From an optimization exercise on the open Yosys and OpenROAD flow, aimed at small area; shortcuts taken in it are not production practice. The RTL was checked by simulation tests, not by an equivalence proof against the original design. Power is estimated from default activity; no workload was simulated.

===== flow/config.mk =====
export PLATFORM = sky130hd
export DESIGN_NAME = top
export DESIGN_NICKNAME = top
export VERILOG_FILES = /design/flow/design.v
export SDC_FILE = /design/flow/constraint.sdc
export NUM_CORES = 4
export LEC_CHECK = 0
export CAP_MARGIN = 20
export CORE_MARGIN = 2
export CORE_UTILIZATION = 40
export SLEW_MARGIN = 20
export SYNTH_HIERARCHICAL = 1

===== flow/standard.sh =====
#!/bin/bash
# synth_recipe.tcl (not shown) runs the flow's synth.tcl, then flattens the netlist and writes it again
# the make line also repeats each setting of config.mk as NAME=value (left out here)
make -C /OpenROAD-flow-scripts/flow DESIGN_CONFIG=/design/flow/config.mk WORK_HOME=/design/flow/orfs CLKGATE_MAP_FILE= SYNTH_SCRIPT=/design/flow/synth_recipe.tcl "${@:-finish}"

===== flow/flow/run.sh =====
#!/bin/bash
# Layout: the standard flow (standard.sh: standard synthesis, floorplan,
# placement, CTS, routing), with two changes to how cells are chosen:
#  - the buffer that every input and output port gets is buf_1;
#  - CTS clusters up to 10 sinks within 50 um per clkbuf_4 and adds no
#    dummy loads.
# make's full output goes to flow_make.log in this folder; ORFS's per-step
# logs stay under orfs/logs/.
set -euo pipefail
bash standard.sh \
  "BUFFER_PORTS_ARGS=-buffer_cell sky130_fd_sc_hd__buf_1" \
  "CTS_ARGS=-sink_clustering_enable -repair_clock_nets -dont_use_dummy_load -sink_clustering_size 10 -sink_clustering_max_diameter 50 -buf_list sky130_fd_sc_hd__clkbuf_4" \
  finish > flow_make.log 2>&1

===== flow/constraint.sdc =====
create_clock -name core_clock -period 10.0 [get_ports {clk}]
set_input_delay 2.0000 -clock core_clock [delete_from_list [all_inputs] [get_ports {clk}]]
set_output_delay 2.0000 -clock core_clock [all_outputs]
set_load 0.01 [all_outputs]

===== flow/design.v =====
module top(
    input  logic        clk,
    input  logic        rst,
    input  logic [63:0] init_r,
    input  logic [63:0] init_g,
    input  logic [63:0] init_b,
    output logic        _48b,
    output logic        _45a
);
    logic [3:0] m;       
    logic [4:0] b;       
    logic [5:0] p;       
    logic       idle;
    logic jump, frame_end;
    assign jump = idle && (p == 6'd61) && (b == 5'd18) && (m == 4'd3);
    assign frame_end = !idle && (p == 6'd0) && (b == 5'd23) && (m == 4'd14);
    always_ff @(posedge clk) begin
        if (rst || jump) begin
            m <= 4'd13; b <= 5'd24; p <= 6'd63; idle <= 1'b0;
        end else if (m == 4'd14) begin
            if (b == 5'd23) begin
                m <= 4'd13; b <= 5'd24; p <= p - 6'd1;
                if (p == 6'd0) idle <= 1'b1;
            end else begin
                m <= 4'd0;
                b <= (b == 5'd24) ? 5'd0 : b + 5'd1;
            end
        end else begin
            m <= m + 4'd1;
        end
    end
    logic [14:0] uc;
    logic uc_end;
    assign uc_end = (uc == 15'h32a6);
    logic due;           
    logic a;             
    logic [2:0] q;       
    logic [5:0] ct;      
    always_ff @(posedge clk) begin
        if (rst) begin
            uc <= 15'h4cf5; due <= 1'b0; a <= 1'b0; q <= 3'd0;
            ct <= 6'd63;
        end else begin
            uc <= uc_end ? 15'd0 : {uc[13:0], ~(uc[14] ^ uc[13])};
            ct <= ct - 6'd1;
            if (frame_end && due) begin
                due <= 1'b0;
                a <= 1'b1;
                q <= 3'd1;
            end else begin
                if (uc_end) due <= 1'b1;
                if (a && ct == 6'd0) begin
                    if (q == 3'd7) a <= 1'b0;
                    q <= q + 3'd1;
                end
            end
        end
    end
    localparam logic [63:0] POL = 64'hAAAA_AAAA_AAAA_AAAA;
    logic [2:0] k, r;
    assign k = ct[2:0];
    assign r = ct[5:3];
    logic [2:0] sel;
    logic wr;
    assign sel = {q[2] & q[1], q[2] & ~q[1], ~q[2] & q[1]};
    assign wr  = a && q[0] && (q[2] || q[1]);
    logic [63:0] Sp [3];     
    logic [63:0] S  [3];     
    logic [63:0] Ss;         
    logic [63:0] init [3];
    assign init[0] = init_g;
    assign init[1] = init_r;
    assign init[2] = init_b;
    logic nw;                
    logic [2:0] L;           
    for (genvar c = 0; c < 3; c++) begin : ch
        assign S[c] = Sp[c] ^ POL;
        logic feed;
        assign feed = (wr && sel[c]) ? nw : S[c][63];
        ring64 u_ring (
            .clk(clk), .rst(rst), .rstn(~rst), .init(init[c]), .feed(feed), .Sp(Sp[c])
        );
        always_ff @(posedge clk) begin
            if (ct == p) L[c] <= S[c][63];
        end
    end
    assign Ss = ({64{sel[0]}} & S[0]) | ({64{sel[1]}} & S[1]) | ({64{sel[2]}} & S[2]);
    logic [8:0] D;
    logic E1, E2;
    logic [7:0] R8;
    always_ff @(posedge clk) begin
        D  <= {D[7:0], Ss[63]};
        R8 <= {R8[6:0], (r == 3'd7) ? Ss[63] : R8[7]};
        if (k == 3'd7) begin
            E1 <= Ss[63];
            E2 <= E1;
        end
    end
    logic n1, n2, n3, n4, n5, n6, n7, n8;
    logic r0;
    assign r0 = (r == 3'd0);
    assign n1 = (k == 3'd0) ? D[6] : Ss[62];
    assign n2 = (k == 3'd7) ? Ss[56] : D[0];
    assign n3 = D[7];
    assign n4 = (k == 3'd0) ? E2 : D[6];
    assign n5 = (k == 3'd7) ? D[0] : D[8];
    assign n6 = r0 ? R8[7] : Ss[55];
    assign n7 = r0 ? R8[6] : ((k == 3'd0) ? Ss[62] : Ss[54]);
    assign n8 = r0 ? R8[0] : ((k == 3'd7) ? Ss[48] : Ss[56]);
    logic [3:0] cnt;
    assign cnt = n1 + n2 + n3 + n4 + n5 + n6 + n7 + n8;
    assign nw = (cnt == 4'd3) || (Ss[63] && cnt == 4'd2);
    logic bitval, o;
    always_comb begin
        case (b[4:3])
            2'd0:    bitval = L[0];
            2'd1:    bitval = L[1];
            default: bitval = L[2];
        endcase
        bitval = bitval && b[2] && b[0];
        o = !idle && (b != 5'd24) && ((m < 4'd5) || ((m < 4'd10) && bitval));
    end
    assign _48b = o;
    assign _45a = ~o;
endmodule
module ring64 (
    input  logic        clk,
    input  logic        rst,
    input  logic        rstn,
    input  logic [63:0] init,
    input  logic        feed,
    output logic [63:0] Sp
);
    logic [63:0] d;
    always_comb begin
        d[0] = rst ? init[0] : feed;
        for (int i = 1; i < 64; i++) begin
            if (i % 2 == 1)
                d[i] = ~((rst | Sp[i-1]) & (rstn | init[i]));
            else
                d[i] = (rst & init[i]) | ~(rst | Sp[i-1]);
        end
    end
    always_ff @(posedge clk) Sp <= d;
endmodule

==> flow_summary.yaml, run 1 <==
setup_path:
  path_cells: "nor2b_1 > a22oi_1 > mux2_2 > fa_1 > fa_1 > fa_1 > inv_1 > ha_1 > fa_1 > and3_1 > o221ai_1 > o21ai_0 > mux2_2"
  critPathLaunchType: "flip-flop"
  crit_path_max_fanout: 12
  path_delay_family: "adder cells"
  cp.required_ns: 10.57
  r2r_slack_ns: 5.39
  cp_slowest_cell: "dfxtp_1"
  crit_arrival_ns: 5.18
  critPathKind: "reg2reg"
  cp.buffers_inverters: 1
  end_kind: "flip-flop"
  critPathMaxStageDelay_ns: 0.60
  path_common_cell: "fa_1"
placement:
  portBuffers: 195
  place_congestion: 0.756
  dp_hpwl_mm: 11.7
  pre_cts_slack_ns: 5.42
route:
  postRouteAntennaNets: 0
  routed_wl_mm: 17.5
  via_count: 6088
  routedWlPerCell_um: 13.9
  firstDrtPassIters: 5
  drc_errors: 0
  viasPerCell: 4.82
  drt_iter0_drc: 247
power_and_ir_drop:
  leakagePower_nw: 3.69
  pwr-share-seq_pct: 66.2
  p_clk_share_pct: 25.8
  powerDensity_nw_per_um2: 181
  ir_drop_v: 0.0000963
  swShare_pct: 23.7
  combPwrFrac_pct: 8.0
  p_int_mw: 1.32
  p_sw_mw: 0.409
final_layout:
  post-route-util_pct: 45.4
  seq_area_um2: 5170
  area_growth_pct: 11.5
  drive_gt1_share_pct: 5.98
  multi_input_area_um2: 2900
  num-fill-cells: 2130
  fin_nets: 1202
logic_synthesis:
  yosysMostFrequentCell: "dfxtp_1"
  yosysWarnings: 13
  synthArstFlopShare_pct: 0
  synth_top_area_cell: "dfxtp_1"
  synth.avg_cell_area_um2: 10.6
  synth_flop_cell: "dfxtp_1"
  syn-cell-area_um2: 8540
  synth_edf_count: 5
  ys_seq_elements: 256
  ys_top_cells_by_area: "dfxtp_1 59%, o22ai_1 7.0%, nand2_1 5.5%"
  synth_seq_area_share_pct: 60.6
  netlist_instances: 809
  synth_top_cell_area_share_pct: 58.9
  synth_commonest_cells: "251 x dfxtp_1, 125 x nand2_1, 96 x o22ai_1"
  syn_nets: 1023
  yosysUniqueCellTypes: 54
die:
  start_util_pct: 40.7
  fp.dieH_um: 150
  die_area_um2: 22500
  fp.dieW_um: 150
  core_area_um2: 21000
  num_io_pins: 196
  rows: 53
global_routing:
  grt_pass1_wl_mm: 28.1
  grt_max_degree: 130
  track_usage_pct: 15.4
  grt.overflow.total: 0
  grt_pass1_vias: 5740
  antenna_found_initial: 2
clock_tree:
  cts_setup_buffers: 0
  path_clk_slew_ns: 0.10
  postCtsResizedCells: 0
  cts_hold_buffers: 0
  cts_sinks: 256
  numCtsBuffers: 31
  root_buffer: "clkbuf_4"
  clock_latency_ns: 0.68
  clock_path_buffers: 3
  tritoncts: "built"
  htree_num_levels: 1
timing:
  fin_skew_ns: 0.0567
  rsz0062_at_grt: "false"
  drv_slew: 0
  tightest_slew_ns: 1.04
  timing.final.hold_violations: 0
  fmax_mhz: 217
  setup_viol: 0
  fin_setup_tns_ns: 0
  hold_slack_ns: 0.336
  setup_ws_ns: 5.39
  relSlewSlack_pct: 30.6
  fin_crit_sh_pct: 46.1
  period_minus_slack_ns: 4.61
status:
  status: "complete, no violations"
flow_run:
  cap_viol_max_count: 0
min_path:
  hold_path_class: "reg2reg"
## metal layers
metal	GRT usage, %	up-vias	wire length (um)
met1	20.1	2724	8220
met4	5.00	2	340
met5	0	-	13
met3	5.15	29	1360
li1	-	3187	-
met2	24.1	146	7600
## final cells by class
cell class	instances	share of cell area [%]
diodes	1	0.0263
clock buffers	31	2.45
inverters	22	0.881
multi-input cells	478	30.5
flip-flops and latches	256	54.4
well taps	275	3.62
repair buffers	199	8.13
## per-module statistics from Yosys (local to each module, per instance)
module,cells inside,times used,flops+latches
top,293,1,64
ring64,172,3,64
## power groups by stage
| stage | Sequential [mW] | Clock, mW | Combinational, mW |
|---|---|---|---|
| global route | 1.15 | 0.514 | 0.159 |
| floorplan | 1.15 | 0 | 0.103 |
| detailed placement | 1.17 | 0 | 0.140 |
| finish | 1.14 | 0.446 | 0.138 |
| CTS | 1.14 | 0.473 | 0.140 |
| global placement | 1.17 | 0 | 0.137 |
## sequential cells by signal (all words and copies together) (netlist names)
name	flops
a	1
R8	8
E2	1
p	6
due	1
ch.u_ring.Sp	192
D	9
E1	1
ct	6
b	5
q	3
m	4
idle	1
L	3
uc	15
## worst paths after layout
kind                                      endpoint  startpoint  cells past startpoint
worst max-delay path            ch[1].u_ring.Sp[0]        q[2]                     13
worst min-delay path                         R8[6]       R8[5]                      0
worst min register to register               R8[6]       R8[5]                      0
worst max register to register  ch[1].u_ring.Sp[0]        q[2]                     13
## stage by stage
| stage | instance area, um^2 | power (mW) | instances |
|---|---|---|---|
| after global placement | 9270 | 1.30 | 1230 |
| after detailed placement | 9270 | 1.31 | 1230 |
| final | 9520 | 1.73 | 1262 |
| after CTS | 9510 | 1.76 | 1261 |
| after global routing | 9520 | 1.83 | 1262 |
| after floorplan | 8540 | 1.25 | 809 |
## cell families (layout without fill, tap and decap cells)
| logic type | after synthesis | after routing | synth area share (%) |
|---|---|---|---|
| AND/OR/NAND/NOR | 196 | 196 | 11.3 |
| flip-flops | 256 | 256 | 60.6 |
| other | 0 | 1 | 0 |
| XOR/XNOR | 17 | 17 | 1.74 |
| adder cells (fa/ha/maj) | 20 | 20 | 3.28 |
| AO/OA/AOI/OAI | 228 | 228 | 15.6 |
| multiplexers | 17 | 17 | 2.14 |
| buffers and inverters | 75 | 252 | 5.35 |
## layout by cell type (no fill, tap or decap), types with 3 or more instances in the layout
| cell | instances |
|---|---|
| nand2_1 | 125 |
| mux2_2 | 10 |
| o22ai_1 | 96 |
| and3_1 | 8 |
| or2_2 | 4 |
| clkbuf_4 | 32 |
| o211ai_1 | 3 |
| o21ai_1 | 15 |
| nand4_1 | 5 |
| and3b_1 | 3 |
| a21oi_1 | 9 |
| nor2b_1 | 9 |
| a22oi_1 | 3 |
| xnor2_1 | 11 |
| buf_1 | 194 |
| nor3_2 | 3 |
| ha_1 | 16 |
| o21ai_0 | 85 |
| nor3_1 | 5 |
| nand4b_1 | 5 |
| nor2_1 | 6 |
| inv_1 | 21 |
| fa_1 | 4 |
| edfxtp_1 | 5 |
| a211oi_1 | 3 |
| mux2i_1 | 7 |
| dfxtp_1 | 251 |
| nand3_1 | 8 |
| xor2_1 | 6 |
==> inputs of run 2 (changes only) <==
--- a/flow/design.v
+++ b/flow/design.v
@@ -13,16 +13,15 @@
     logic       idle;
-    logic jump, frame_end;
-    assign jump = idle && (p == 6'd61) && (b == 5'd18) && (m == 4'd3);
-    assign frame_end = !idle && (p == 6'd0) && (b == 5'd23) && (m == 4'd14);
+    logic jump, bend, pend, frame_end;
+    assign jump = idle && !p[1] && b[4] && b[1] && (m == 4'd3);
+    assign bend = (m == 4'd14);                  
+    assign pend = bend && (b == 5'd23);          
+    assign frame_end = pend && !idle && (p == 6'd0);
     always_ff @(posedge clk) begin
         if (rst || jump) begin
-            m <= 4'd13; b <= 5'd24; p <= 6'd63; idle <= 1'b0;
-        end else if (m == 4'd14) begin
-            if (b == 5'd23) begin
-                m <= 4'd13; b <= 5'd24; p <= p - 6'd1;
-                if (p == 6'd0) idle <= 1'b1;
-            end else begin
-                m <= 4'd0;
-                b <= (b == 5'd24) ? 5'd0 : b + 5'd1;
-            end
+            m <= 4'd13; b <= 5'd31; p <= 6'd63; idle <= 1'b0;
+        end else if (pend) begin
+            m <= 4'd13; b <= 5'd31; p <= p - 6'd1;
+            if (p == 6'd0) idle <= 1'b1;
+        end else if (bend) begin
+            m <= 4'd0; b <= b + 5'd1;
         end else begin
@@ -35,3 +34,2 @@
     logic due;           
-    logic a;             
     logic [2:0] q;       
@@ -40,3 +38,3 @@
         if (rst) begin
-            uc <= 15'h4cf5; due <= 1'b0; a <= 1'b0; q <= 3'd0;
+            uc <= 15'h4cf5; due <= 1'b0; q <= 3'd0;
             ct <= 6'd63;
@@ -47,3 +45,2 @@
                 due <= 1'b0;
-                a <= 1'b1;
                 q <= 3'd1;
@@ -51,6 +48,3 @@
                 if (uc_end) due <= 1'b1;
-                if (a && ct == 6'd0) begin
-                    if (q == 3'd7) a <= 1'b0;
-                    q <= q + 3'd1;
-                end
+                if (q != 3'd0 && ct == 6'd0) q <= q + 3'd1;
             end
@@ -65,3 +59,3 @@
     assign sel = {q[2] & q[1], q[2] & ~q[1], ~q[2] & q[1]};
-    assign wr  = a && q[0] && (q[2] || q[1]);
+    assign wr  = q[0] && (q[2] || q[1]);
     logic [63:0] Sp [3];     
@@ -120,3 +114,3 @@
         bitval = bitval && b[2] && b[0];
-        o = !idle && (b != 5'd24) && ((m < 4'd5) || ((m < 4'd10) && bitval));
+        o = !idle && ((m < 4'd5) || ((m < 4'd10) && bitval));    
     end
==> run 2 against run 1 <==
  * Sequential power about the same
  * Flip-flop and latch count down 1
  * Clock skew down 0.0093 ns
  * Clock-buffer cell count down 1
  * Core utilization up 0.53 points
  * Global-route usage up 0.69 points
  * Final area down 1.7%
  * First-iteration DRC count up 7.3%
  * Die area down 2.0%
  * Power about the same
==> flow_summary.yaml, run 2 <==
status:
  status: "complete, no violations"
power_and_ir_drop:
  powerDensity_nw_per_um2: 185
  ir_drop_v: 0.000107
  leakagePower_nw: 3.65
  power_mw: 1.73
die:
  fp.dieW_um: 149
  die_area_um2: 22100
  num_io_pins: 196
  rows: 52
  fp.dieH_um: 149
  core_area_um2: 20400
  start_util_pct: 41.1
clock_tree:
  htree_num_levels: 1
  cts_setup_buffers: 0
  clock_path_buffers: 3
  clock_latency_ns: 0.67
  postCtsResizedCells: 0
  cts_sinks: 255
  cts_hold_buffers: 0
  numCtsBuffers: 30
  path_clk_slew_ns: 0.11
  root_buffer: "clkbuf_4"
  tritoncts: "built"
route:
  via_count: 5982
  drc_errors: 0
  firstDrtPassIters: 4
  viasPerCell: 4.84
  routedWlPerCell_um: 14.4
  routed_wl_mm: 17.8
  drt_iter0_drc: 265
  postRouteAntennaNets: 0
logic_synthesis:
  synth_compound_gate_area_share_pct: 16.0
  muxShareOfSynthArea_pct: 2.29
  yosysUniqueCellTypes: 50
  syn_nets: 998
  synth_top_area_cell: "dfxtp_1"
  syn-cell-area_um2: 8360
  synth_commonest_cells: "250 x dfxtp_1, 112 x nand2_1, 96 x o22ai_1"
  ys_top_cells_by_area: "dfxtp_1 60%, o22ai_1 7.2%, o21ai_0 5.3%"
  synthAdderAreaFrac_pct: 2.90
  synth_seq_area_share_pct: 61.6
  synth_edf_count: 5
  yosysMostFrequentCell: "dfxtp_1"
  synth.avg_cell_area_um2: 10.6
  ys_seq_elements: 255
  synth_top_cell_area_share_pct: 59.8
  synthArstFlopShare_pct: 0
  synth_top_family_by_area: "compound AO/OA/AOI/OAI gates"
  synthSimpleGateAreaFrac_pct: 10.3
  synth_flop_cell: "dfxtp_1"
  netlist_instances: 787
  yosysWarnings: 13
  synth-xor-area-share_pct: 1.89
setup_path:
  crit_arrival_ns: 5.27
  critPathKind: "reg2reg"
  crit_start: "q[2]"
  reg2reg_from: "q[2]"
  cp.buffers_inverters: 1
  critPathLaunchType: "flip-flop"
  path_common_cell: "fa_1"
  critPathMaxStageDelay_ns: 0.62
  crit_path_max_fanout: 13
  cp_slowest_cell: "dfxtp_1"
  path_cells: "nor2b_1 > a22oi_1 > mux2_2 > fa_1 > fa_1 > fa_1 > inv_1 > ha_1 > fa_1 > and3_1 > o221ai_1 > o21ai_0 > mux2_2"
  end_kind: "flip-flop"
  cp.required_ns: 10.57
  path_delay_family: "adder cells"
global_routing:
  antenna_found_initial: 1
  grt.overflow.total: 0
  grt_pass1_wl_mm: 29.1
  grt_max_degree: 111
  grt_pass1_vias: 5907
  track_usage_pct: 16.1
timing:
  relSlewSlack_pct: 38.3
  setup_viol: 0
  fmax_mhz: 213
  rsz0062_at_grt: "false"
  period_minus_slack_ns: 4.69
  fin_skew_ns: 0.0474
  fin_crit_sh_pct: 46.9
  timing.final.hold_violations: 0
  tightest_slew_ns: 0.925
  fin_setup_tns_ns: 0
  setup_ws_ns: 5.31
  drv_slew: 0
placement:
  place_congestion: 0.783
  dp_cells: 1206
  placed_cell_area_um2: 9130
  dp_hpwl_mm: 12.1
  pre_cts_slack_ns: 4.97
  portBuffers: 195
final_layout:
  fin_nets: 1179
  layout_commonest_cell: "dfxtp_1"
  instances_no_fill: 1237
  finalInstanceArea_um2: 9360
  area_growth_pct: 11.9
  regMostFlops: "ch.u_ring.Sp"
  final_cell_mix: "250 x dfxtp_1, 194 x buf_1, 112 x nand2_1"
  reg.largest.list: "ch.u_ring.Sp x192, uc x15, D x9"
  num-fill-cells: 2011
  drive_gt1_share_pct: 5.49
  largest_reg_flops: 192
min_path:
  min_from: "D[3]"
  hold_path_class: "reg2reg"
flow_run:
  cap_viol_max_count: 0
run 2: cell types whose count changed after synthesis, moves of 3 or more:
cell      previous run  this run
nor2b_1              9         4
nand2_1            125       112
nand4b_1             5         0
ha_1                16        13
buf_2               14         8
o21ai_0             85        88
a21o_1               1         7
clkbuf_1            16        23
and3_1               8        11
run 2: cell families after synthesis:
family                     after synthesis
and+or+nand+nor                        177
xor gates and xnor gates                18
AOI/OAI and AO/OA                      230
muxes                                   18
DFF                                    255
buffers and inverters                   72
adders and majority gates               17
run 2: final timing paths:
check	endpoint	slack, ns	cells past startpoint
worst max-delay path	ch[0].u_ring.Sp[0]	5.31	13
worst min-delay path	D[4]	0.33	0
worst max register to register	ch[0].u_ring.Sp[0]	5.31	13
worst min register to register	D[4]	0.33	0
run 2: Yosys stat by module, one instance, submodules excluded:
module  flops+latches  copies in the design  area, um^2
ring64             64                     3        1860
top                63                     1        2780
run 2: power by group:
group / internal (mW) / leakage, nW / switching (mW)
logic: 0.0683 / 1.37 / 0.0761
clock network: 0.137 / 0.138 / 0.303
registers: 1.11 / 2.14 / 0.0357
run 2: final cells by class:
type | count | area [um^2] | area share (%)
Tap cell | 270 | 338 | 3.61
Multi-Input combinational cell | 460 | 2790 | 29.8
Clock buffer | 30 | 225 | 2.41
Inverter | 22 | 83.8 | 0.896
Sequential cell | 255 | 5150 | 55.1
Antenna cell | 1 | 2.50 | 0.0267
Timing Repair Buffer | 199 | 766 | 8.19
run 2: through the flow:
stage                     hold slack [ns]  utilization [%]
after detailed placement            0.314             44.8
after global routing                0.343             45.9
after CTS                           0.333             45.9
after global placement              0.311             44.8
after floorplan                     0.310                -
final                               0.327             45.9
run 2: metal layers:
metal / GRT usage, % / part of all wire, %
met1: 21.9 / 47
met2: 24.2 / 42
met3: 6.01 / 9.4
met4: 4.43 / 1.9
met5: 0 / 0
==> inputs of run 3 (changes only) <==
--- a/flow/design.v
+++ b/flow/design.v
@@ -52,6 +52,7 @@
     end
-    localparam logic [63:0] POL = 64'hAAAA_AAAA_AAAA_AAAA;
     logic [2:0] k, r;
-    assign k = ct[2:0];
-    assign r = ct[5:3];
+    logic ph;            
+    assign k  = ct[2:0];
+    assign r  = ct[5:3];
+    assign ph = ct[0];
     logic [2:0] sel;
@@ -60,4 +61,3 @@
     assign wr  = q[0] && (q[2] || q[1]);
-    logic [63:0] Sp [3];     
-    logic [63:0] S  [3];     
+    logic [63:0] S [3];      
     logic [63:0] Ss;         
@@ -67,10 +67,9 @@
     assign init[2] = init_b;
-    logic nw;                
+    logic xw;                
     logic [2:0] L;           
     for (genvar c = 0; c < 3; c++) begin : ch
-        assign S[c] = Sp[c] ^ POL;
         logic feed;
-        assign feed = (wr && sel[c]) ? nw : S[c][63];
+        assign feed = (wr && sel[c]) ? xw : S[c][63];
         ring64 u_ring (
-            .clk(clk), .rst(rst), .rstn(~rst), .init(init[c]), .feed(feed), .Sp(Sp[c])
+            .clk(clk), .rst(rst), .rstn(~rst), .init(init[c]), .feed(feed), .S(S[c])
         );
@@ -92,16 +91,20 @@
     end
-    logic n1, n2, n3, n4, n5, n6, n7, n8;
+    logic n1, n2, n3, n4, n5, n6, n7, n8, ns;
     logic r0;
     assign r0 = (r == 3'd0);
-    assign n1 = (k == 3'd0) ? D[6] : Ss[62];
-    assign n2 = (k == 3'd7) ? Ss[56] : D[0];
+    assign n1 = (k == 3'd0) ? ~D[6] : Ss[62];
+    assign n2 = (k == 3'd7) ? Ss[56] : ~D[0];
     assign n3 = D[7];
-    assign n4 = (k == 3'd0) ? E2 : D[6];
-    assign n5 = (k == 3'd7) ? D[0] : D[8];
+    assign n4 = (k == 3'd0) ? ~E2 : ~D[6];
+    assign n5 = (k == 3'd7) ? ~D[0] : ~D[8];
     assign n6 = r0 ? R8[7] : Ss[55];
-    assign n7 = r0 ? R8[6] : ((k == 3'd0) ? Ss[62] : Ss[54]);
-    assign n8 = r0 ? R8[0] : ((k == 3'd7) ? Ss[48] : Ss[56]);
+    assign n7 = r0 ? ~R8[6] : ((k == 3'd0) ? Ss[62] : Ss[54]);
+    assign n8 = r0 ? ~R8[0] : ((k == 3'd7) ? Ss[48] : Ss[56]);
+    assign ns = Ss[63];
     logic [3:0] cnt;
+    logic nw0, nw1;
     assign cnt = n1 + n2 + n3 + n4 + n5 + n6 + n7 + n8;
-    assign nw = (cnt == 4'd3) || (Ss[63] && cnt == 4'd2);
+    assign nw0 = (cnt == 4'd3) || ( ns && cnt == 4'd2);
+    assign nw1 = (cnt == 4'd5) || (!ns && cnt == 4'd6);
+    assign xw = ph ? ~nw1 : nw0;
     logic bitval, o;
@@ -113,3 +116,3 @@
         endcase
-        bitval = bitval && b[2] && b[0];
+        bitval = (bitval ^ p[0]) && b[2] && b[0];
         o = !idle && ((m < 4'd5) || ((m < 4'd10) && bitval));    
@@ -125,15 +128,7 @@
     input  logic        feed,
-    output logic [63:0] Sp
+    output logic [63:0] S
 );
     logic [63:0] d;
-    always_comb begin
-        d[0] = rst ? init[0] : feed;
-        for (int i = 1; i < 64; i++) begin
-            if (i % 2 == 1)
-                d[i] = ~((rst | Sp[i-1]) & (rstn | init[i]));
-            else
-                d[i] = (rst & init[i]) | ~(rst | Sp[i-1]);
-        end
-    end
-    always_ff @(posedge clk) Sp <= d;
+    assign d = ~((({64{rst}}) | {S[62:0], feed}) & (({64{rstn}}) | init));
+    always_ff @(posedge clk) S <= d;
 endmodule
--- a/flow/flow/run.sh
+++ b/flow/flow/run.sh
@@ -2,3 +2,6 @@
 # Layout: the standard flow (standard.sh: standard synthesis, floorplan,
-# placement, CTS, routing), with two changes to how cells are chosen:
+# placement, CTS, routing), with three changes to how cells are chosen:
+#  - after floorplanning, combinational cells that synthesis sized up are
+#    put back at their smallest drive strength (flow/downsize.tcl); the
+#    later repair steps size up again where slew or load needs it;
 #  - the buffer that every input and output port gets is buf_1;
@@ -10,2 +13,3 @@
 bash standard.sh \
+  "POST_FLOORPLAN_TCL=$PWD/flow/downsize.tcl" \
   "BUFFER_PORTS_ARGS=-buffer_cell sky130_fd_sc_hd__buf_1" \
==> flow/flow/downsize.tcl (new file) <==
# Swap each combinational cell that synthesis gave a larger drive strength
# for the same function at its smallest drive strength; flip-flops keep
# theirs. Later repair steps size cells up again where slew or load needs it.
set db [ord::get_db]
set lib [lindex [$db getLibs] 0]
set n 0
foreach inst [[ord::get_db_block] getInsts] {
  set mname [[$inst getMaster] getName]
  if {![regexp {^(sky130_fd_sc_hd__([a-z0-9]+))_([0-9]+)$} $mname -> base func drive]} { continue }
  if {[regexp {^(df|edf|sdf|sedf|dl|sdl|clk|tap|fill|decap|diode|conb|lpflow|macro|probe)} $func]} { continue }
  set best ""
  foreach d {0 1 2} {
    if {$d >= $drive} { break }
    set cand [$db findMaster ${base}_$d]
    if {$cand != "NULL"} { set best $cand; break }
  }
  if {$best != ""} {
    set lc [get_lib_cells */[$best getName]]
    if {[llength $lc] > 0} {
      replace_cell [get_cells [$inst getName]] [lindex $lc 0]
      incr n
    }
  }
}
puts "downsize: $n cells swapped to a smaller drive strength"
==> run 3 against run 2 <==
  * Still clean
  * Critical path depth rose by 1
  * First-iteration DRC count shrank 8.3%
  * Die area rose by 0.99%
  * Clock skew is 0.068 ns higher
  * Worst hold slack improved by 0.0019 ns
  * Cell count fell by 6.5%
  * Largest power group unchanged
==> flow_summary.yaml, run 3 <==
status:
  status: "complete, no violations"
timing:
  fin_skew_ns: 0.116
  tightest_slew_ns: 0.970
  relSlewSlack_pct: 35.3
  fin_crit_sh_pct: 52.3
  fmax_mhz: 191
  period_minus_slack_ns: 5.23
  fin_setup_tns_ns: 0
  rsz0062_at_grt: "false"
  setup_viol: 0
  timing.final.hold_violations: 0
  hold_slack_ns: 0.329
  drv_slew: 0
setup_path:
  crit_path_max_fanout: 14
  cp_slowest_cell: "dfxtp_1"
  end_kind: "flip-flop"
  critPathKind: "reg2reg"
  path_cells: "nor2b_1 > o2bb2ai_1 > o21ai_0 > fa_1 > fa_1 > fa_1 > inv_1 > ha_1 > fa_1 > nor3b_1 > and3_1 > or4_1 > o41ai_1 > o22ai_1"
  cp.buffers_inverters: 1
  r2r_slack_ns: 4.77
  critPathMaxStageDelay_ns: 0.65
  cp.required_ns: 10.48
  path_common_cell: "fa_1"
  critPathLaunchType: "flip-flop"
  crit_arrival_ns: 5.71
  path_delay_family: "adder cells"
clock_tree:
  tritoncts: "built"
  cts_hold_buffers: 0
  htree_num_levels: 1
  root_buffer: "clkbuf_4"
  clock_latency_ns: 0.71
  path_clk_slew_ns: 0.11
  cts_sinks: 255
  numCtsBuffers: 30
  clock_path_buffers: 3
  cts_setup_buffers: 0
  postCtsResizedCells: 0
logic_synthesis:
  yosysUniqueCellTypes: 57
  synth.avg_cell_area_um2: 12.0
  syn_nets: 917
  syn-cell-area_um2: 8450
  netlist_instances: 706
  synth_edf_count: 5
  synth_top_area_cell: "dfxtp_1"
  ys_top_cells_by_area: "dfxtp_1 59%, o22ai_1 12%, o22ai_2 4.9%"
  synth_flop_cell: "dfxtp_1"
  synth_top_cell_area_share_pct: 59.2
  synth_seq_area_share_pct: 61.0
  yosysMostFrequentCell: "dfxtp_1"
  yosysWarnings: 11
  synth_commonest_cells: "250 x dfxtp_1, 159 x o22ai_1, 33 x o22ai_2"
  synthArstFlopShare_pct: 0
  ys_seq_elements: 255
placement:
  place_congestion: 0.798
  portBuffers: 195
  dp_hpwl_mm: 12.2
global_routing:
  track_usage_pct: 15.6
  grt.overflow.total: 0
  antenna_found_initial: 3
  grt_max_degree: 121
  grt_pass1_wl_mm: 28.3
  grt_pass1_vias: 5654
flow_run:
  cap_viol_max_count: 0
die:
  num_io_pins: 196
  fp.dieW_um: 149
  rows: 53
  start_util_pct: 40.4
  core_area_um2: 20900
  fp.dieH_um: 149
  die_area_um2: 22300
power_and_ir_drop:
  leakagePower_nw: 3.40
  powerDensity_nw_per_um2: 190
  ir_drop_v: 0.000110
route:
  viasPerCell: 5.07
  firstDrtPassIters: 6
  postRouteAntennaNets: 0
  routedWlPerCell_um: 15.7
  drc_errors: 0
  drt_iter0_drc: 243
  routed_wl_mm: 18.1
  via_count: 5861
final_layout:
  regMostFlops: "ch.u_ring.S"
  drive_gt1_share_pct: 3.98
  layout_commonest_cell: "dfxtp_1"
  final_cell_mix: "250 x dfxtp_1, 194 x buf_1, 192 x o22ai_1"
  largest_reg_flops: 192
  reg.largest.list: "ch.u_ring.S x192, uc x15, D x9"
  fin_nets: 1093
  area_growth_pct: 8.21
min_path:
  hold_path_class: "reg2reg"
[run 3: cell types whose count changed after synthesis, sizes merged, moves of 3 or more]
cell | previous run | this run
o2bb2ai | 0 | 3
o22ai | 96 | 192
o21ai | 103 | 11
nand2 | 112 | 25
a21o | 7 | 4
buf | 27 | 44
and3 | 11 | 8
nand3 | 7 | 10
clkbuf | 23 | 10
[run 3: worst register-to-register path, stage by stage, from the launching register on]
cell and delay, ns:
dfxtp_1 0.65, nor2b_1 0.40, o2bb2ai_1 0.18, o21ai_0 0.14, fa_1 0.52, fa_1 0.54
fa_1 0.55, inv_1 0.04, ha_1 0.21, fa_1 0.57, nor3b_1 0.07, and3_1 0.18
or4_1 0.47, o41ai_1 0.37, o22ai_1 0.11
[run 3: worst paths after layout]
path,startpoint,to,cells past startpoint
setup reg to reg,q[2],ch[0].u_ring.S[0],14
hold / removal,R8[2],R8[3],0
hold reg to reg,R8[2],R8[3],0
setup / recovery,q[2],ch[0].u_ring.S[0],14
[run 3: per-stage QoR]
| step | total power, mW | std cells | utilization (%) | area (um^2) | worst slack (ns) |
|---|---|---|---|---|---|
| after floorplan | 1.28 | 706 | - | 8450 | 5.27 |
| after global placement | 1.32 | 1125 | 42.7 | 8910 | 4.95 |
| after detailed placement | 1.32 | 1125 | 42.7 | 8910 | 4.85 |
| after CTS | 1.76 | 1155 | 43.7 | 9140 | 4.78 |
| after global routing | 1.83 | 1156 | 43.8 | 9140 | 4.40 |
| final | 1.74 | 1156 | 43.8 | 9140 | 4.77 |
[run 3: final cells by class]
type | count | area, um^2
inverter | 20 | 80.1
fill | 2025 | 11700
multi-input combinational | 377 | 2570
sequential | 255 | 5150
timing repair buffer | 198 | 762
tap | 275 | 344
antenna | 1 | 2.50
clock buffer | 30 | 225
[run 3: where the power goes]
part	switching [mW]	leakage (nW)	internal, mW
registers	0.0380	2.14	1.11
logic	0.0772	1.12	0.0758
clock network	0.305	0.138	0.137
[run 3: layer usage]
layer / global-route usage [%] / share of wire [%] / vias to the layer above
met3: 4.89 / 7.0 / 43
met2: 24.8 / 46 / 146
li1: - / - / 2958
met1: 20.4 / 44 / 2710
met5: 0 / 0.17 / -
met4: 5.19 / 2.6 / 4
[run 3: logic make-up (layout without fill, tap and decap cells)]
| family | after synthesis | count (layout) | synth area share (%) |
|---|---|---|---|
| flops | 255 | 255 | 61.0 |
| compound gates | 234 | 234 | 20.0 |
| simple gates | 91 | 91 | 6.28 |
| buf+inv | 74 | 248 | 5.88 |
| xor+xnor | 19 | 19 | 1.97 |
| fa+ha+maj | 17 | 17 | 2.87 |
| mux | 16 | 16 | 2.00 |
| other cells | 0 | 1 | 0 |
[run 3: per-module statistics from Yosys, one instance, submodules excluded]
module	area (um^2)	cells
ring64	1870	142
top	2840	280
==> inputs of run 4 (changes only) <==
--- a/flow/design.v
+++ b/flow/design.v
@@ -32,19 +32,26 @@
     logic uc_end;
-    assign uc_end = (uc == 15'h32a6);
+    assign uc_end = (uc == 15'h5589);
     logic due;           
-    logic [2:0] q;       
+    logic wb;            
+    logic w;             
+    logic [5:0] cu;      
     logic [5:0] ct;      
+    assign ct = ~cu;
+    logic win, wr;
+    assign win = (b[4:2] == 3'b001) || (b == 5'd8 && m[3:2] == 2'b00);
+    assign wr  = idle && wb && (w || (win && ct == 6'd63));
     always_ff @(posedge clk) begin
         if (rst) begin
-            uc <= 15'h4cf5; due <= 1'b0; q <= 3'd0;
-            ct <= 6'd63;
+            uc <= 15'h0e0a; due <= 1'b0; wb <= 1'b0; w <= 1'b0;
+            cu <= 6'd0;
         end else begin
-            uc <= uc_end ? 15'd0 : {uc[13:0], ~(uc[14] ^ uc[13])};
-            ct <= ct - 6'd1;
+            uc <= uc_end ? 15'h2e0a : {uc[13:0], ~(uc[14] ^ uc[13])};
+            cu <= cu + 6'd1;
+            w  <= wr && (ct != 6'd0);
             if (frame_end && due) begin
                 due <= 1'b0;
-                q <= 3'd1;
+                wb <= 1'b1;
             end else begin
                 if (uc_end) due <= 1'b1;
-                if (q != 3'd0 && ct == 6'd0) q <= q + 3'd1;
+                if (jump) wb <= 1'b0;
             end
@@ -58,5 +65,3 @@
     logic [2:0] sel;
-    logic wr;
-    assign sel = {q[2] & q[1], q[2] & ~q[1], ~q[2] & q[1]};
-    assign wr  = q[0] && (q[2] || q[1]);
+    assign sel = {~p[1], p[1] & ~p[0], p[1] & p[0]};
     logic [63:0] S [3];      
@@ -92,12 +97,14 @@
     logic n1, n2, n3, n4, n5, n6, n7, n8, ns;
-    logic r0;
+    logic r0, k0, k7;
     assign r0 = (r == 3'd0);
-    assign n1 = (k == 3'd0) ? ~D[6] : Ss[62];
-    assign n2 = (k == 3'd7) ? Ss[56] : ~D[0];
-    assign n3 = D[7];
-    assign n4 = (k == 3'd0) ? ~E2 : ~D[6];
-    assign n5 = (k == 3'd7) ? ~D[0] : ~D[8];
-    assign n6 = r0 ? R8[7] : Ss[55];
-    assign n7 = r0 ? ~R8[6] : ((k == 3'd0) ? Ss[62] : Ss[54]);
-    assign n8 = r0 ? ~R8[0] : ((k == 3'd7) ? Ss[48] : Ss[56]);
+    assign k0 = (k == 3'd0);
+    assign k7 = (k == 3'd7);
+    assign n1 = ~D[6];
+    assign n2 = r0 ? ~R8[6] : Ss[62];
+    assign n3 = k0 ? ~E2 : (r0 ? Ss[62] : Ss[54]);
+    assign n4 = D[7];
+    assign n5 = r0 ? R8[7] : Ss[55];
+    assign n6 = ~D[0];
+    assign n7 = r0 ? ~R8[0] : Ss[56];
+    assign n8 = k7 ? (r0 ? Ss[56] : Ss[48]) : ~D[8];
     assign ns = Ss[63];
==> run 4 against run 3 <==
  * Still clean on timing, DRC and antenna
  * Synthesized cell count fell by 0.85%
  * Register-to-register slack improved by 0.24 ns
  * Setup slack improved by 0.24 ns
  * First-iteration DRC count fell by 1.6%
  * Largest cell class unchanged
  * Highest routed layer is now met4
==> flow_summary.yaml, run 4 <==
power_and_ir_drop:
  pwr-share-seq_pct: 64.0
  combPwrFrac_pct: 12.1
  p_clk_share_pct: 23.9
  leakagePower_nw: 3.43
  powerDensity_nw_per_um2: 199
  swShare_pct: 25.2
  ir_drop_v: 0.000101
  power_mw: 1.80
  p_int_mw: 1.35
  p_sw_mw: 0.454
die:
  core_area_um2: 20400
  fp.dieW_um: 149
  die_area_um2: 22100
  start_util_pct: 41.1
  rows: 52
  num_io_pins: 196
  fp.dieH_um: 149
clock_tree:
  clock_path_buffers: 3
  root_buffer: "clkbuf_4"
  cts_sinks: 254
  clock_latency_ns: 0.67
  htree_num_levels: 1
  cts_hold_buffers: 0
  tritoncts: "built"
  cts_setup_buffers: 0
  postCtsResizedCells: 0
  numCtsBuffers: 29
  path_clk_slew_ns: 0.11
logic_synthesis:
  synth_seq_area_share_pct: 61.4
  synth.avg_cell_area_um2: 11.9
  ys_seq_elements: 254
  yosysWarnings: 11
  synth_edf_count: 5
  syn_nets: 913
  synth_top_cell_area_share_pct: 59.6
  yosysMostFrequentCell: "dfxtp_1"
  synth_top_area_cell: "dfxtp_1"
  syn-cell-area_um2: 8360
  synthArstFlopShare_pct: 0
  ys_top_cells_by_area: "dfxtp_1 60%, o22ai_1 12%, o22ai_2 4.9%"
  synth_flop_cell: "dfxtp_1"
  synth_commonest_cells: "249 x dfxtp_1, 159 x o22ai_1, 33 x o22ai_2"
  netlist_instances: 700
  yosysUniqueCellTypes: 55
timing:
  tightest_slew_ns: 1.08
  drv_slew: 0
  fin_crit_sh_pct: 50.0
  fin_skew_ns: 0.0761
  timing.final.hold_violations: 0
  setup_viol: 0
  period_minus_slack_ns: 5.00
  fin_setup_tns_ns: 0
  relSlewSlack_pct: 27.1
  rsz0062_at_grt: "false"
  fmax_mhz: 200
final_layout:
  finalInstanceArea_um2: 9070
  drive_gt1_share_pct: 3.89
  fin_nets: 1089
  regMostFlops: "ch.u_ring.S"
  num-fill-cells: 2000
  reg.largest.list: "ch.u_ring.S x192, uc x15, D x9"
  final_cell_mix: "249 x dfxtp_1, 194 x buf_1, 192 x o22ai_1"
  area_growth_pct: 8.39
  instances_no_fill: 1146
  layout_commonest_cell: "dfxtp_1"
  seq_area_um2: 5130
  multi_input_area_um2: 2520
  largest_reg_flops: 192
placement:
  placed_cell_area_um2: 8840
  place_congestion: 0.838
  dp_hpwl_mm: 12.3
  portBuffers: 195
  dp_cells: 1115
setup_path:
  endpoint: "ch[1].u_ring.S[0]"
  reg2reg_from: "p[1]"
  cp.required_ns: 10.52
  critPathKind: "reg2reg"
  crit_arrival_ns: 5.52
  critPathMaxStageDelay_ns: 0.59
  crit_path_max_fanout: 11
  end_kind: "flip-flop"
  critPathLaunchType: "flip-flop"
  path_common_cell: "fa_1"
  r2r_slack_ns: 5.00
  crit_start: "p[1]"
  rr_worst_depth: 17
  reg2reg_to: "ch[1].u_ring.S[0]"
  path_cells: "ha_1 > a222oi_1 > mux2i_1 > o21ai_0 > fa_1 > inv_1 > fa_1 > inv_1 > fa_1 > inv_1 > ha_1 > fa_1 > nor3b_1 > a31o_1 > a211o_1 > o41ai_1 > o22ai_1"
  cp_slowest_cell: "dfxtp_1"
route:
  drt_iter0_drc: 239
  firstDrtPassIters: 7
  via_count: 5851
  postRouteAntennaNets: 0
  routedWlPerCell_um: 15.8
  routed_wl_mm: 18.1
  viasPerCell: 5.11
  drc_errors: 0
global_routing:
  grt_pass1_wl_mm: 28.8
  grt_max_degree: 106
  grt.overflow.total: 0
  antenna_found_initial: 1
  track_usage_pct: 15.9
  grt_pass1_vias: 5793
min_path:
  hold_path_class: "reg2reg"
status:
  status: "complete, no violations"
flow_run:
  cap_viol_max_count: 0
run 4: layout make-up:
type,count,share of cell area (%)
flip-flops and latches,254,56.6
inverters,23,1.01
diodes,2,0.0552
repair buffers,198,8.36
clock buffers,29,2.40
multi-input cells,370,27.8
well taps,270,3.73
run 4: cells by family after synthesis:
| group | synth area share [%] |
|---|---|
| XOR/XNOR | 1.88 |
| multiplexers | 0.733 |
| adder cells (fa/ha/maj) | 3.20 |
| buffers and inverters | 5.80 |
| AND/OR/NAND/NOR | 6.22 |
| flip-flops | 61.4 |
| AO/OA/AOI/OAI | 20.8 |
run 4: per-stage QoR:
step	setup WS, ns	utilization, %	hold slack (ns)
4_1_cts	5.07	44.5	0.330
3_5_place_dp	5.01	43.4	0.312
5_1_grt	4.64	44.5	0.327
3_3_place_gp	5.14	43.4	0.310
6_report	5.00	44.5	0.326
2_1_floorplan	5.49	-	0.310
run 4: power groups by stage:
| stage | registers (mW) | clock network, mW | logic [mW] |
|---|---|---|---|
| finish | 1.15 | 0.431 | 0.217 |
| global route | 1.16 | 0.491 | 0.247 |
| CTS | 1.15 | 0.453 | 0.217 |
| detailed placement | 1.18 | 0 | 0.215 |
| global placement | 1.18 | 0 | 0.210 |
| floorplan | 1.16 | 0 | 0.176 |
run 4: Yosys stat by module, one instance, submodules excluded:
module | cells | copies in the design
top | 274 | 1
ring64 | 142 | 3
run 4: metal layers:
| metal | wire [um] | up-vias | global-route usage (%) |
|---|---|---|---|
| li1 | - | 2957 | - |
| met1 | 8130 | 2687 | 21.3 |
| met2 | 8070 | 176 | 24.4 |
| met3 | 1500 | 31 | 5.18 |
| met4 | 388 | 0 | 5.19 |
| met5 | 0 | - | 0 |
run 4: worst max-delay path, delay by kind of cell, from the launching register on:
family,cells,cell delay (ns)
AO/OA/AOI/OAI,6,1.24
multiplexers,1,0.18
flip-flops,1,0.59
AND/OR/NAND/NOR,1,0.08
buffers and inverters,3,0.14
adder cells (fa/ha/maj),6,2.69
run 4: worst min path at each step:
| stage | slack (ns) | start | cells after the start | end |
|---|---|---|---|---|
| 3_3_place_gp | 0.31 | R8[5] | 0 | R8[6] |
| 6_report | 0.33 | D[5] | 0 | D[6] |
| 3_5_place_dp | 0.31 | D[4] | 0 | D[5] |
| 5_1_grt | 0.33 | D[5] | 0 | D[6] |
| 4_1_cts | 0.33 | D[5] | 0 | D[6] |
| 2_1_floorplan | 0.31 | D[1] | 0 | D[2] |
==> inputs of run 5 (changes only) <==
--- a/flow/design.v
+++ b/flow/design.v
@@ -73,3 +73,2 @@
     logic xw;                
-    logic [2:0] L;           
     for (genvar c = 0; c < 3; c++) begin : ch
@@ -80,5 +79,2 @@
         );
-        always_ff @(posedge clk) begin
-            if (ct == p) L[c] <= S[c][63];
-        end
     end
@@ -116,12 +112,16 @@
     assign xw = ph ? ~nw1 : nw0;
-    logic bitval, o;
+    logic L, tap;
     always_comb begin
         case (b[4:3])
-            2'd0:    bitval = L[0];
-            2'd1:    bitval = L[1];
-            default: bitval = L[2];
+            2'd0:    tap = S[0][63];
+            2'd1:    tap = S[1][63];
+            default: tap = S[2][63];
         endcase
-        bitval = (bitval ^ p[0]) && b[2] && b[0];
-        o = !idle && ((m < 4'd5) || ((m < 4'd10) && bitval));    
     end
+    always_ff @(posedge clk) begin
+        if (ct == p && !(b[2] && (b[1] || b[0]))) L <= tap;
+    end
+    logic bitval, o;
+    assign bitval = (L ^ p[0]) && b[2] && b[0];
+    assign o = !idle && ((m < 4'd5) || ((m < 4'd10) && bitval));    
     assign _48b = o;
==> run 5 against run 4 <==
  * Core utilization is 0.17 points lower
  * Final area is 0.69% lower
  * Combinational power is 4% lower
  * Die area is 0.75% lower
  * Register-to-register slack worse by 0.15 ns
  * Largest cell class unchanged
  * Clock-buffer cell count stayed put
  * Power is 0.81% lower
  * Critical endpoint is now ch[2].u_ring.S[0]
==> flow_summary.yaml, run 5 <==
status:
  status: "complete, no violations"
clock_tree:
  root_buffer: "clkbuf_4"
  cts_hold_buffers: 0
  clock_latency_ns: 0.70
  clock_path_buffers: 3
  cts_setup_buffers: 0
  postCtsResizedCells: 0
  numCtsBuffers: 29
  path_clk_slew_ns: 0.11
  tritoncts: "built"
  cts_sinks: 252
  htree_num_levels: 1
power_and_ir_drop:
  pwr-share-seq_pct: 63.9
  powerDensity_nw_per_um2: 198
  leakagePower_nw: 3.40
  p_sw_mw: 0.454
  p_clk_share_pct: 24.4
  power_mw: 1.79
  p_int_mw: 1.33
  ir_drop_v: 0.000107
  swShare_pct: 25.4
  combPwrFrac_pct: 11.6
die:
  die_area_um2: 21900
  num_io_pins: 196
  fp.dieH_um: 148
  core_area_um2: 20300
  rows: 52
  start_util_pct: 40.9
  fp.dieW_um: 148
logic_synthesis:
  synth_flop_cell: "dfxtp_1"
  netlist_instances: 700
  synth.avg_cell_area_um2: 11.9
  yosysMostFrequentCell: "dfxtp_1"
  synth_seq_area_share_pct: 61.1
  yosysWarnings: 11
  synth_top_area_cell: "dfxtp_1"
  syn-cell-area_um2: 8300
  ys_seq_elements: 252
  synth_edf_count: 3
  yosysUniqueCellTypes: 57
  ys_top_cells_by_area: "dfxtp_1 60%, o22ai_1 12%, o22ai_2 5.0%"
  synth_commonest_cells: "249 x dfxtp_1, 159 x o22ai_1, 33 x o22ai_2"
  synth_top_cell_area_share_pct: 60.1
  synthArstFlopShare_pct: 0
  syn_nets: 913
setup_path:
  crit_arrival_ns: 5.69
  rr_worst_depth: 18
  path_delay_family: "adder cells"
  r2r_slack_ns: 4.85
  cp.buffers_inverters: 4
  critPathKind: "reg2reg"
  critPathLaunchType: "flip-flop"
  path_cells: "inv_1 > ha_1 > a222oi_1 > mux2i_1 > o21ai_0 > fa_1 > inv_1 > fa_1 > inv_1 > fa_1 > inv_1 > ha_1 > fa_1 > nor3b_1 > and3_1 > or4_1 > o41ai_1 > o22ai_1"
  reg2reg_to: "ch[2].u_ring.S[0]"
  cp.required_ns: 10.54
  end_kind: "flip-flop"
  cp_slowest_cell: "fa_1"
  reg2reg_from: "p[0]"
  crit_path_max_fanout: 7
  critPathMaxStageDelay_ns: 0.58
placement:
  place_congestion: 0.811
  dp_hpwl_mm: 12.3
  portBuffers: 195
route:
  drc_errors: 0
  firstDrtPassIters: 6
  postRouteAntennaNets: 0
  routedWlPerCell_um: 15.9
  via_count: 5803
  drt_iter0_drc: 303
  viasPerCell: 5.05
  routed_wl_mm: 18.3
timing:
  fin_setup_tns_ns: 0
  period_minus_slack_ns: 5.15
  setup_viol: 0
  timing.final.hold_violations: 0
  fin_crit_sh_pct: 51.5
  rsz0062_at_grt: "false"
  drv_slew: 0
  tightest_slew_ns: 1.08
  fin_skew_ns: 0.0906
  relSlewSlack_pct: 28.2
  fmax_mhz: 194
final_layout:
  fin_nets: 1090
  layout_commonest_cell: "dfxtp_1"
  drive_gt1_share_pct: 3.89
  final_cell_mix: "249 x dfxtp_1, 194 x buf_1, 192 x o22ai_1"
  area_growth_pct: 8.47
  regMostFlops: "ch.u_ring.S"
  reg.largest.list: "ch.u_ring.S x192, uc x15, D x9"
  largest_reg_flops: 192
  post-route-util_pct: 44.4
min_path:
  min_from: "R8[3]"
  min_to: "R8[4]"
  hold_depth: 0
  hold_path_class: "reg2reg"
global_routing:
  grt.overflow.total: 0
  track_usage_pct: 16.1
  antenna_found_initial: 1
  grt_max_degree: 108
  grt_pass1_vias: 5706
  grt_pass1_wl_mm: 28.9
flow_run:
  cap_viol_max_count: 0
-- run 5: cell count changes in the layout (fill, tap and decap cells not counted), sizes merged, moves of 4 or more --
cell   before  now
and3        9    4
xor2       11    7
and2        1    7
nor2        9   15
nand2      20   13
-- run 5: Yosys stat by module (local to each module, per instance) --
module,flip-flops and latches,area [um^2],copies in the design
top,60,2690,1
ring64,64,1870,3
-- run 5: cell type report --
class                   count  area (um^2)
diodes                      3         7.51
clock buffers              29          218
fillers                  1994        11300
well taps                 270          338
multi-input cells         371         2510
repair buffers            198          758
inverters                  25         98.8
flip-flops and latches    252         5070
-- run 5: stage by stage --
step / instance area, um^2 / hold WS [ns] / instances / setup slack [ns]
after floorplan: 8300 / 0.310 / 700 / 5.46
after global placement: 8780 / 0.312 / 1116 / 5.00
after detailed placement: 8780 / 0.314 / 1116 / 4.86
after CTS: 9000 / 0.327 / 1145 / 4.91
after global routing: 9000 / 0.342 / 1147 / 4.52
final: 9000 / 0.325 / 1148 / 4.85
-- run 5: power by group through the flow --
stage,clock network (mW),registers [mW],logic [mW]
after floorplan,0,1.15,0.169
after global placement,0,1.16,0.202
after detailed placement,0,1.16,0.208
after CTS,0.459,1.14,0.209
after global routing,0.493,1.15,0.238
final,0.436,1.14,0.208
-- run 5: cell families (layout without fill, tap and decap cells) --
family | after synthesis | after routing | synth area share (%)
fa+ha+maj | 19 | 19 | 3.23
buf+inv | 77 | 252 | 5.92
other cells | 0 | 3 | 0
xor+xnor | 15 | 15 | 1.58
flops | 252 | 252 | 61.1
compound gates | 239 | 239 | 20.8
mux | 6 | 6 | 0.739
simple gates | 92 | 92 | 6.59
-- run 5: worst max-delay path by stage --
stage | startpoint | slack (ns) | endpoint | cells after the start
global route | p[0] | 4.52 | ch[2].u_ring.S[0] | 18
global placement | p[0] | 5.00 | ch[2].u_ring.S[0] | 18
finish | p[0] | 4.85 | ch[2].u_ring.S[0] | 18
floorplan | p[0] | 5.46 | ch[0].u_ring.S[0] | 18
CTS | p[0] | 4.91 | ch[2].u_ring.S[0] | 18
detailed placement | p[0] | 4.86 | ch[2].u_ring.S[0] | 18
-- run 5: routing by layer --
metal / vias to the layer above / GRT usage, % / share of wire (%)
li1: 2949 / - / -
met1: 2649 / 20.8 / 44
met2: 171 / 24.8 / 44
met3: 34 / 6.07 / 8.5
met4: 0 / 5.95 / 2.8
met5: - / 0 / 0
==> inputs of run 6 (changes only) <==
--- a/flow/design.v
+++ b/flow/design.v
@@ -82,3 +82,3 @@
     logic [8:0] D;
-    logic E1, E2;
+    logic Z;
     logic [7:0] R8;
@@ -87,6 +87,3 @@
         R8 <= {R8[6:0], (r == 3'd7) ? Ss[63] : R8[7]};
-        if (k == 3'd7) begin
-            E1 <= Ss[63];
-            E2 <= E1;
-        end
+        if (k == 3'd6) Z <= D[8];
     end
@@ -99,3 +96,3 @@
     assign n2 = r0 ? ~R8[6] : Ss[62];
-    assign n3 = k0 ? ~E2 : (r0 ? Ss[62] : Ss[54]);
+    assign n3 = k0 ? ~Z : (r0 ? Ss[62] : Ss[54]);
     assign n4 = D[7];
==> run 6 against run 5 <==
  * Fmax up 4.6%
  * Clock skew down 0.033 ns
  * Core utilization rose by 0.075 points
  * Sequential share of layout area fell by 0.25 points
  * Critical path depth unchanged
  * Power is 0.56% higher
  * Register-to-register slack improved by 0.23 ns
  * Setup slack better by 0.23 ns
  * Synthesized area is 0.66% lower
  * Wire length decreased by 2.2%
  * Highest routed layer unchanged
==> flow_summary.yaml, run 6 <==
timing:
  drv_slew: 0
  relSlewSlack_pct: 40.0
  fin_setup_tns_ns: 0
  period_minus_slack_ns: 4.92
  timing.final.hold_violations: 0
  fin_crit_sh_pct: 49.2
  rsz0062_at_grt: "false"
  fin_skew_ns: 0.0579
  setup_viol: 0
  tightest_slew_ns: 0.899
  fmax_mhz: 203
setup_path:
  path_delay_family: "adder cells"
  critPathKind: "reg2reg"
  cp.required_ns: 10.46
  cp.buffers_inverters: 4
  path_cells: "inv_1 > ha_1 > a222oi_1 > mux2i_1 > o21ai_0 > fa_1 > inv_1 > fa_1 > inv_1 > fa_1 > inv_1 > ha_1 > fa_1 > nor2_1 > nor3b_1 > o31a_1 > o41ai_1 > o22ai_1"
  crit_path_max_fanout: 7
  r2r_slack_ns: 5.08
  critPathMaxStageDelay_ns: 0.44
  reg2reg_from: "p[0]"
  crit_start: "p[0]"
  reg2reg_to: "ch[1].u_ring.S[0]"
  end_kind: "flip-flop"
  rr_worst_depth: 18
  cp_num_cells: 18
  critPathLaunchType: "flip-flop"
  cp_slowest_cell: "dfxtp_1"
  crit_arrival_ns: 5.38
flow_run:
  cap_viol_max_count: 0
route:
  routedWlPerCell_um: 15.7
  drt_iter0_drc: 347
  drc_errors: 0
  via_count: 5778
  firstDrtPassIters: 4
  routed_wl_mm: 17.9
  postRouteAntennaNets: 0
  viasPerCell: 5.07
final_layout:
  fin_nets: 1084
  num-fill-cells: 1949
  regMostFlops: "ch.u_ring.S"
  largest_reg_flops: 192
  area_growth_pct: 9.03
  layout_commonest_cell: "dfxtp_1"
  drive_gt1_share_pct: 4.49
  final_cell_mix: "249 x dfxtp_1, 194 x buf_1, 192 x o22ai_1"
  reg.largest.list: "ch.u_ring.S x192, uc x15, D x9"
  finalInstanceArea_um2: 8990
power_and_ir_drop:
  powerDensity_nw_per_um2: 200
  p_clk_share_pct: 25.7
  swShare_pct: 25.0
  pwr-share-seq_pct: 63.2
  leakagePower_nw: 3.39
  combPwrFrac_pct: 11.0
  p_int_mw: 1.35
  p_sw_mw: 0.449
  ir_drop_v: 0.000117
clock_tree:
  root_buffer: "clkbuf_4"
  cts_hold_buffers: 0
  path_clk_slew_ns: 0.11
  clock_latency_ns: 0.59
  htree_num_levels: 2
  numCtsBuffers: 34
  tritoncts: "built"
  clock_path_buffers: 3
  cts_sinks: 251
  postCtsResizedCells: 0
  cts_setup_buffers: 0
min_path:
  hold_depth: 0
  min_from: "D[2]"
  min_to: "D[3]"
  hold_path_class: "reg2reg"
logic_synthesis:
  synth_commonest_cells: "249 x dfxtp_1, 159 x o22ai_1, 33 x o22ai_2"
  synth_top_cell_area_share_pct: 60.5
  synth-xor-area-share_pct: 1.70
  syn-cell-area_um2: 8250
  synthSimpleGateAreaFrac_pct: 5.81
  yosysWarnings: 11
  muxShareOfSynthArea_pct: 0.744
  yosysMostFrequentCell: "dfxtp_1"
  synth_flop_cell: "dfxtp_1"
  ys_seq_elements: 251
  synth_top_area_cell: "dfxtp_1"
  yosysUniqueCellTypes: 52
  synth_top_family_by_area: "compound AO/OA/AOI/OAI gates"
  syn_nets: 902
  synthArstFlopShare_pct: 0
  netlist_instances: 688
  ys_top_cells_by_area: "dfxtp_1 60%, o22ai_1 12%, o22ai_2 5.0%"
  synth_compound_gate_area_share_pct: 21.2
  synth.avg_cell_area_um2: 12.0
  synth_edf_count: 2
  synthAdderAreaFrac_pct: 3.40
  synth_seq_area_share_pct: 61.2
global_routing:
  track_usage_pct: 16.0
  grt_pass1_vias: 5683
  grt.overflow.total: 0
  antenna_found_initial: 1
  grt_max_degree: 113
  grt_pass1_wl_mm: 28.4
status:
  status: "complete, no violations"
die:
  fp.dieW_um: 148
  core_area_um2: 20200
  fp.dieH_um: 148
  start_util_pct: 40.7
  num_io_pins: 196
  die_area_um2: 21800
  rows: 52
placement:
  placed_cell_area_um2: 8730
  portBuffers: 195
  dp_hpwl_mm: 12.1
  place_congestion: 0.856
[run 6: worst reg2reg max path: cells and delay by family, from the launching register on]
kind                     cells  cell delay [ns]
adder cells (fa/ha/maj)      6             2.18
AO/OA/AOI/OAI                5             1.42
flip-flops                   1             0.44
buffers and inverters        4             0.40
AND/OR/NAND/NOR              2             0.22
multiplexers                 1             0.13
[run 6: Yosys stat by module, one instance, submodules excluded]
module / times used / cell area, um^2 / flip-flops and latches / cells inside
ring64: 3 / 1870 / 64 / 142
top: 1 / 2640 / 59 / 262
[run 6: per-stage QoR]
step	power, mW	worst slack, ns	util, %	hold slack [ns]	instances
3_5_place_dp	1.36	5.05	43.1	0.312	1104
6_report	1.80	5.08	44.4	0.325	1139
5_1_grt	1.90	4.65	44.4	0.337	1139
3_3_place_gp	1.35	5.19	43.1	0.311	1104
4_1_cts	1.82	5.06	44.4	0.326	1138
2_1_floorplan	1.31	5.54	-	0.310	688
[run 6: cells by family (layout without fill, tap and decap cells)]
group | after synthesis | count (layout)
AO/OA/AOI/OAI | 237 | 237
multiplexers | 6 | 6
buffers and inverters | 76 | 256
XOR/XNOR | 16 | 16
AND/OR/NAND/NOR | 82 | 82
other | 0 | 1
adder cells (fa/ha/maj) | 20 | 20
flip-flops | 251 | 251
[run 6: layout make-up]
class | instances | area, um^2 | share of cell area (%)
Tap cell | 270 | 338 | 3.76
Sequential cell | 251 | 5040 | 56.1
Multi-Input combinational cell | 361 | 2490 | 27.7
Clock buffer | 34 | 255 | 2.84
Inverter | 24 | 95.1 | 1.06
Antenna cell | 1 | 2.50 | 0.0278
Timing Repair Buffer | 198 | 762 | 8.48
[run 6: layer usage]
layer	GRT usage (%)	routed length (um)
met2	24.3	8010
met3	4.91	1150
met1	21.0	8070
met4	7.16	631
met5	0	0
[run 6: power groups by stage]
stage / Sequential (mW) / Clock (mW) / Combinational, mW
6_report: 1.14 / 0.462 / 0.198
5_1_grt: 1.15 / 0.525 / 0.227
4_1_cts: 1.14 / 0.487 / 0.199
3_5_place_dp: 1.16 / 0 / 0.199
3_3_place_gp: 1.16 / 0 / 0.195
2_1_floorplan: 1.14 / 0 / 0.164
[run 6: worst max path at each step]
stage and to:
3_3_place_gp ch[1].u_ring.S[0], 4_1_cts ch[1].u_ring.S[0], 6_report ch[1].u_ring.S[0], 3_5_place_dp ch[1].u_ring.S[0], 5_1_grt ch[0].u_ring.S[0], 2_1_floorplan ch[0].u_ring.S[0]

## re-timing with driven ports
No port has a modelled driver above. Below, the same layouts with a new extraction and two added sets of constraints. Step 1 sets driving cells, clkbuf_16 on the clock port and buf_2 on the other inputs (assumed; they add their load-dependent delay and slew). Step 2 adds t to the input delays and takes it off the output delays; t is the mean of the earliest and latest rising clock arrival at the registers after step 1. Input paths then give back, and output paths get back, about the clock's delay inside the block. Slacks: ideal ports / drivers / drivers and shift; pairs: ideal ports / drivers.
| run | t, ns | slack for setup (ns) | hold slack, ns | worst setup path at the end | worst slew at a driven data input, ns |
|---|---|---|---|---|---|
| run 1 | 0.679 | 5.390 / 5.390 / 5.390 | 0.336 / 0.336 / 0.336 | register to register | 0.07 |
| run 2 | 0.671 | 5.305 / 5.305 / 5.032 | 0.327 / 0.327 / 0.327 | input to register | 0.07 |
| run 3 | 0.690 | 4.766 / 4.766 / 4.766 | 0.329 / 0.329 / 0.329 | register to register | 0.07 |
| run 4 | 0.678 | 5.002 / 5.002 / 5.002 | 0.326 / 0.326 / 0.326 | register to register | 0.07 |
| run 5 | 0.685 | 4.853 / 4.853 / 4.853 | 0.325 / 0.325 / 0.325 | register to register | 0.08 |
| run 6 | 0.609 | 5.081 / 5.081 / 5.081 | 0.325 / 0.325 / 0.325 | register to register | 0.06 |
After both steps setup and hold are still met in every run listed. For run 2, which loses most, drivers alone change the setup slack by 0.000 ns; drivers and shift together by -0.273 ns.
